Background: an optimization exercise with open tools, aiming at small area, a short achievable clock period and few clock cycles. Do not read the settings as production practice.
Function was checked by simulation only, so behaviour that the tests miss may differ from the original.

==> flow/design.v, too long to show whole: its modules and the start of the top module <==
// module aoc_add3: 9 lines
// module aoc_day2: 2032 lines
module aoc_day2 (
    input         clock,
    input         reset,
    input  [63:0] data_value,
    input         data_valid,
    output        data_ready,
    output        result_valid,
    output [63:0] result_value
);
  // ...
==> flow/run.sh <==
#!/bin/bash
# synth_recipe.tcl (not shown) runs the flow's synth.tcl, then flattens the netlist and writes it again
# the make line also repeats each setting of config.mk as NAME=value (left out here)
make -C /OpenROAD-flow-scripts/flow DESIGN_CONFIG=/design/flow/config.mk WORK_HOME=/design/flow/orfs CLKGATE_MAP_FILE= SYNTH_SCRIPT=/design/flow/synth_recipe.tcl finish
==> flow/config.mk <==
export PLATFORM = sky130hd
export DESIGN_NAME = aoc_day2
export DESIGN_NICKNAME = aoc_day2
export VERILOG_FILES = /design/flow/design.v
export SDC_FILE = /design/flow/constraint.sdc
export NUM_CORES = 4
export LEC_CHECK = 0
export ABC_AREA = 1
export CAP_MARGIN = 20
export CORE_MARGIN = 2
export CORE_UTILIZATION = 40
export SETUP_SLACK_MARGIN = 1.4
export SLEW_MARGIN = 20
export SYNTH_HIERARCHICAL = 1
export SYNTH_MINIMUM_KEEP_SIZE = 0
==> flow/constraint.sdc <==
create_clock -name core_clock -period 5.0 [get_ports {clock}]
set_input_delay 1.0000 -clock core_clock [delete_from_list [all_inputs] [get_ports {clock}]]
set_output_delay 1.0000 -clock core_clock [all_outputs]
set_load 0.01 [all_outputs]
==> results.json, run 1 <==
{
  "layout.comb_gates.multi_input": 5590,
  "final_core_util_pct": 46.6,
  "hold_end": "c2_n[10]",
  "final_layout_size_suffix_gt1_share_pct": 15.8,
  "max-slew-margin-rel_pct": 40.5,
  "timing.critical_path.slowest_stage_cell": "a2111oi_4",
  "worst-r2r-setup-slack_ps": 1210,
  "final.fill_count": 13100,
  "overflow": 0,
  "design.seq.count": 633,
  "clk_sinks": 633,
  "largest_cell_class": "multi-input gates",
  "wl_met3_mm": 6.22,
  "status": "finished clean",
  "drt_first_iter_violations": 2604,
  "area.sequential_mm2": 0.0127,
  "nWellTaps": 1742,
  "post_layout_nonfiller_instances": 9560,
  "maxClockFrequency_mhz": 264,
  "cp_top_family": "simple AND/OR/NAND/NOR gates",
  "post_cts_resize_count": 104,
  "cts-htree-levels": 3,
  "worst-path-buf-inv": 4,
  "worstReg2RegStart": "c3_bcd[8]",
  "grt_use_met1_pct": 28.4,
  "post_drt_via_cell_ratio": 4.93,
  "gr-usage-met3_pct": 2.63
}
Testbench counts, summed over its fixed seeds: cycles 464.
==> run 2, diff against run 1 <==
--- a/flow/config.mk
+++ b/flow/config.mk
@@ -10,5 +10,5 @@
 export CORE_MARGIN = 2
 export CORE_UTILIZATION = 40
-export SETUP_SLACK_MARGIN = 1.4
+export SETUP_SLACK_MARGIN = 1.0
 export SLEW_MARGIN = 20
 export SYNTH_HIERARCHICAL = 1
==> run 2 against run 1 <==
  * Largest cell class unchanged
  * Cell count fell by 0.38%
  * Setup slack improved by 24 ps
  * Area after synthesis unchanged
  * Highest routed layer unchanged
==> results.json, run 2 <==
{
  "setup_violations": 0,
  "global_route.usage.total_pct": 21.2,
  "largest_register": "total",
  "ant_nets": 0,
  "hold_violations": 0,
  "largest_register_ffs": 64,
  "netlist_area_mm2": 0.0521,
  "io_pins": 133,
  "max-slew-margin-rel_pct": 32.6,
  "routed-via-count": 46500,
  "synthesis.yosys.warnings": 7,
  "layout_worst_path_cycle_share_pct": 75.4,
  "crit_fanout": 5,
  "layout_common_cells": "nand2_1 (2,035), inv_1 (1,106), nor2_1 (870)",
  "holdBufCountCts": 0,
  "routabilityCongestion": 0.967,
  "worst-r2r-setup-slack_ps": 1230,
  "clock-root-buffer": "clkbuf_16",
  "clk_sinks": 633,
  "tightestPinTransition_ps": 1010,
  "clk_pin_slew_worst_paths_ps": 60,
  "slew_viol_final": 0,
  "drt_first_iter_violations": 2601,
  "syn_avg_cell_area_um2": 6.87,
  "final_layout_size_suffix_gt1_share_pct": 11.4,
  "timing.critical_path.slowest_stage_cell": "a2111oi_4",
  "route.detailed.wl_per_inst_um": 14.9,
  "multi_input_comb_area_mm2": 0.0348,
  "status": "finished clean",
  "die_ht_um": 365,
  "timing_worst_setup_path_type": "flip-flop to flip-flop",
  "worst_clock_skew_ps": 39.5,
  "min_from": "c1_n[3]",
  "r2r_end": "y_b",
  "rr_worst_depth": 30,
  "unrepaired_setup_endpoints_after_global_routing": "yes",
  "effective_utilization_at_floorplan_pct": 40.3,
  "die_area_mm2": 0.133,
  "most_common_cell_after_layout_fill_and_taps_aside": "nand2_1",
  "clock_latency_ps": 680,
  "first_global_vias": 44700,
  "worst_path_largest_cell_delay_ps": 380,
  "hold_end": "c2_n[3]",
  "cts.path.max_buffers": 3,
  "die_x_um": 365,
  "final.fill_count": 13300,
  "min_path_cells": 0,
  "hpwlAfterDp_mm": 118,
  "worstSetupStartpointType": "flip-flop",
  "area.sequential_mm2": 0.0127,
  "cp_common_cell": "nand2_2",
  "firstDrtPassIters": 7,
  "placementRows": 132,
  "final_core_util_pct": 45.1,
  "dpl_cell_area_mm2": 0.0552,
  "grt_start_max_net_pins": 94,
  "layout-area-overhead-vs-synth_pct": 12.0,
  "post-route-min-period_ps": 3770,
  "syn_inst": 7579,
  "tritoncts": "yes",
  "post_drt_via_cell_ratio": 4.88,
  "routed_wl_mm": 142,
  "antenna_cells_inserted": 0,
  "maxClockFrequency_mhz": 265,
  "layout.nets": 8436,
  "timing.max_cap.violations": 0,
  "cp.arrival_ps": 4380,
  "grt_antenna_before_repair": 0,
  "worstReg2RegStart": "c3_bcd[8]",
  "hold_class": "flip-flop to flip-flop",
  "final.setup.tns_ps": 0,
  "end_kind": "flip-flop",
  "core-area_mm2": 0.129,
  "overflow": 0,
  "place_inst": 9372,
  "drc": 0,
  "grt_pass1_wl_mm": 228,
  "cts-htree-levels": 3,
  "cp.required_ps": 5610,
  "cts_inserted_buffers": 75,
  "finalInstanceArea_mm2": 0.0584,
  "post_layout_nonfiller_instances": 9524,
  "buffer_ports.inserted": 102
}
run 2: per-layer routing:
layer / part of all wire [%] / track usage [%]
met4: 2.7 / 6.13
met5: 0 / 0
met2: 46 / 35.9
met1: 47 / 28.3
met3: 4.1 / 2.67
run 2: critical path, delay by kind of cell, from the launching register on:
kind            cells  cell delay (ps)
buf+inv             6              550
fa+ha+maj           1              260
flops               1              360
simple gates       13              950
compound gates     10             1570
run 2: stage by stage:
| stage | setup WS (ps) | hold slack (ps) |
|---|---|---|
| after global placement | 946 | 311 |
| final | 1230 | 319 |
| after floorplan | 1440 | 310 |
| after detailed placement | 902 | 312 |
| after CTS | 1000 | 318 |
| after global routing | 936 | 323 |
run 2: area by class of cell:
class,instances,area share (%)
clock buffer,94,3.51
clock inverter,44,0.892
inverter,1282,8.25
multi-input combinational,5590,59.6
sequential,633,21.8
tap,1742,3.73
timing repair buffer,139,2.22
run 2: timing repair:
item	4_1_cts	5_1_grt
setup buffers	6	8
resized for setup	17	129
setup endpoints to repair	1	36
endpoints found under the hold margin	0	0
pin swaps	9	26
run 2: how the worst max path moves through the flow:
stage / end / slack [ps] / from
floorplan: r3_b[34] / 1440 / r2_b1000
global placement: y_b / 950 / c3_bcd[12]
detailed placement: y_b / 900 / c3_bcd[12]
CTS: y_b / 1000 / c3_bcd[8]
global route: y_b / 940 / c3_bcd[8]
finish: y_b / 1230 / c3_bcd[8]
==> run 3, diff against run 2 <==
--- a/flow/config.mk
+++ b/flow/config.mk
@@ -10,5 +10,5 @@
 export CORE_MARGIN = 2
 export CORE_UTILIZATION = 40
-export SETUP_SLACK_MARGIN = 1.0
+export SETUP_SLACK_MARGIN = 1.2
 export SLEW_MARGIN = 20
 export SYNTH_HIERARCHICAL = 1
==> run 3 against run 2 <==
  * Still clean
  * Utilization grew 0.47 points
  * Die area unchanged
  * Fmax rose by 1.2%
  * Synthesized cell count did not move
  * Non-clock buffer count rose by 3
  * Critical path depth up 1
  * Via count is 0.58% higher
  * Area after synthesis stayed put
  * Sequential cell count unchanged
  * Register-to-register slack better by 50 ps
==> results.json, run 3 <==
{
  "status": "finished clean",
  "final_layout_size_suffix_gt1_share_pct": 13.2,
  "clk_sinks": 633,
  "dpl_cell_area_mm2": 0.0552,
  "effective_utilization_at_floorplan_pct": 40.3,
  "tritoncts": "yes",
  "hold_class": "flip-flop to flip-flop",
  "syn_avg_cell_area_um2": 6.87,
  "layout_worst_path_cycle_share_pct": 74.4,
  "cp.required_ps": 5560,
  "layout-area-overhead-vs-synth_pct": 13.2,
  "routabilityCongestion": 0.967,
  "layout.nets": 8439,
  "die_ht_um": 365,
  "final_core_util_pct": 45.6,
  "max-slew-margin-rel_pct": 39.5,
  "synthesis.yosys.warnings": 7,
  "worstSetupStartpointType": "flip-flop",
  "clock_latency_ps": 680,
  "grt_use_met1_pct": 28.4,
  "end_kind": "flip-flop",
  "min_from": "c1_n[3]",
  "layout_common_cells": "nand2_1 (1,965), inv_1 (1,107), nor2_1 (868)",
  "die_x_um": 365,
  "largest_register_ffs": 64,
  "detailedPlace.worstSlack_ps": 902,
  "slew_viol_final": 0,
  "firstDrtPassIters": 5,
  "largest_register": "total",
  "finalInstanceArea_mm2": 0.0590,
  "clock-root-buffer": "clkbuf_16",
  "netlist_area_mm2": 0.0521,
  "post-route-min-period_ps": 3720,
  "hold_end": "c2_n[3]",
  "cts-htree-levels": 3,
  "worstReg2RegStart": "c3_bcd[8]",
  "hold_violations": 0,
  "cp_common_cell": "nand2_2",
  "syn_inst": 7579,
  "first_global_vias": 44800,
  "io_pins": 133,
  "drc": 0,
  "worst_path_largest_cell_delay_ps": 360,
  "cts.path.max_buffers": 3,
  "core-area_mm2": 0.129,
  "grt_antenna_before_repair": 0,
  "route.detailed.wl_per_inst_um": 15.0,
  "overflow": 0,
  "min_path_cells": 0,
  "worst-path-buf-inv": 6,
  "rr_worst_depth": 31,
  "antenna_cells_inserted": 0,
  "final.fill_count": 13300,
  "post_drt_via_cell_ratio": 4.91,
  "die_area_mm2": 0.133,
  "tightestPinTransition_ps": 906,
  "setup_violations": 0,
  "met2_usage_pct": 36.0,
  "gr-usage-met3_pct": 2.66,
  "global_route.usage.total_pct": 21.3,
  "timing.max_cap.violations": 0,
  "placementRows": 132,
  "routed_wl_mm": 143,
  "buffer_ports.inserted": 102,
  "fin_ws_ps": 1280,
  "cp.arrival_ps": 4280,
  "maxClockFrequency_mhz": 269,
  "crit_fanout": 5,
  "r2r_end": "y_b",
  "ant_nets": 0,
  "most_common_cell_after_layout_fill_and_taps_aside": "nand2_1",
  "grt_start_max_net_pins": 94,
  "grt_pass1_wl_mm": 228,
  "worst-r2r-setup-slack_ps": 1280,
  "grt_most_used_layer": "met2",
  "timing.critical_path.slowest_stage_cell": "dfxtp_4",
  "hpwlAfterDp_mm": 118,
  "final.setup.tns_ps": 0,
  "routed-via-count": 46800,
  "cp_top_family": "simple AND/OR/NAND/NOR gates",
  "worst_clock_skew_ps": 39.4,
  "unrepaired_setup_endpoints_after_global_routing": "yes",
  "cts_inserted_buffers": 75,
  "clk_pin_slew_worst_paths_ps": 60,
  "timing_worst_setup_path_type": "flip-flop to flip-flop",
  "drt_first_iter_violations": 2625
}
## run 3: worst max path at each step
stage,from,endpoint,slack [ps],depth (start not counted)
finish,c3_bcd[8],y_b,1280,31
global placement,c3_bcd[12],y_b,950,30
CTS,c3_bcd[14],y_b,1200,28
detailed placement,c3_bcd[12],y_b,900,30
global route,c3_bcd[16],y_b,1030,27
floorplan,r2_b1000,r3_b[34],1440,11
## run 3: cell type report
type | instances | area [um^2] | area share [%]
clock buffer | 94 | 2050 | 3.48
clock inverter | 44 | 520 | 0.883
inverter | 1282 | 4820 | 8.17
multi-input combinational | 5590 | 35400 | 60.0
sequential | 633 | 12700 | 21.6
tap | 1742 | 2180 | 3.70
timing repair buffer | 142 | 1320 | 2.24
## run 3: timing repair
action,in CTS,in global routing
pin swaps,34,35
setup endpoints to repair,1,63
hold buffers,0,0
gates resized for setup,59,249
gates cloned,0,0
buffers inserted,14,3
## run 3: layer usage
metal	share of wire (%)	wire, um
met5	0	0
met1	46	66400
met2	47	66700
met4	2.8	3950
met3	4.1	5910
## run 3: worst register-to-register path, delay by kind of cell (launching register included)
family | cells | cell delay [ps]
AND/OR/NAND/NOR | 17 | 1290
AO/OA/AOI/OAI | 7 | 1050
buffers and inverters | 6 | 620
flip-flops | 1 | 360
adder cells (fa/ha/maj) | 1 | 290
## run 3: stage by stage
stage / hold WS [ps] / instances
final: 319 / 9527
after global routing: 323 / 9527
after CTS: 318 / 9524
after detailed placement: 312 / 9372
after global placement: 311 / 9372
after floorplan: 310 / 7606

separate check: timing with driven ports:
Ports are ideal in the flow. The routed layouts listed here were re-timed in OpenROAD. Step 1 sets driving cells, clkbuf_16 on the clock port and buf_2 on the other inputs (assumed; they add their load-dependent delay and slew). Step 2 moves the port delays by t, midway between the first and last clock arrival at a register: inputs arrive t later, outputs are due t later. That takes back most of the time a late clock gives input paths. a / b / c = ideal ports / drivers / drivers and shift; a / b = the first two.
run	t (ns)	slack for setup (ns)	hold slack, ns	slew at the worst register clock pin (ns)	pins driven straight from the clock port
run 1	0.746	1.208 / 1.208 / 1.208	0.320 / 0.320 / 0.320	0.07 / 0.07	1
run 2	0.738	1.232 / 1.232 / 1.232	0.319 / 0.319 / 0.319	0.07 / 0.07	1
run 3	0.740	1.278 / 1.278 / 1.278	0.319 / 0.319 / 0.319	0.07 / 0.07	1
After both steps setup and hold are still met in every run listed.
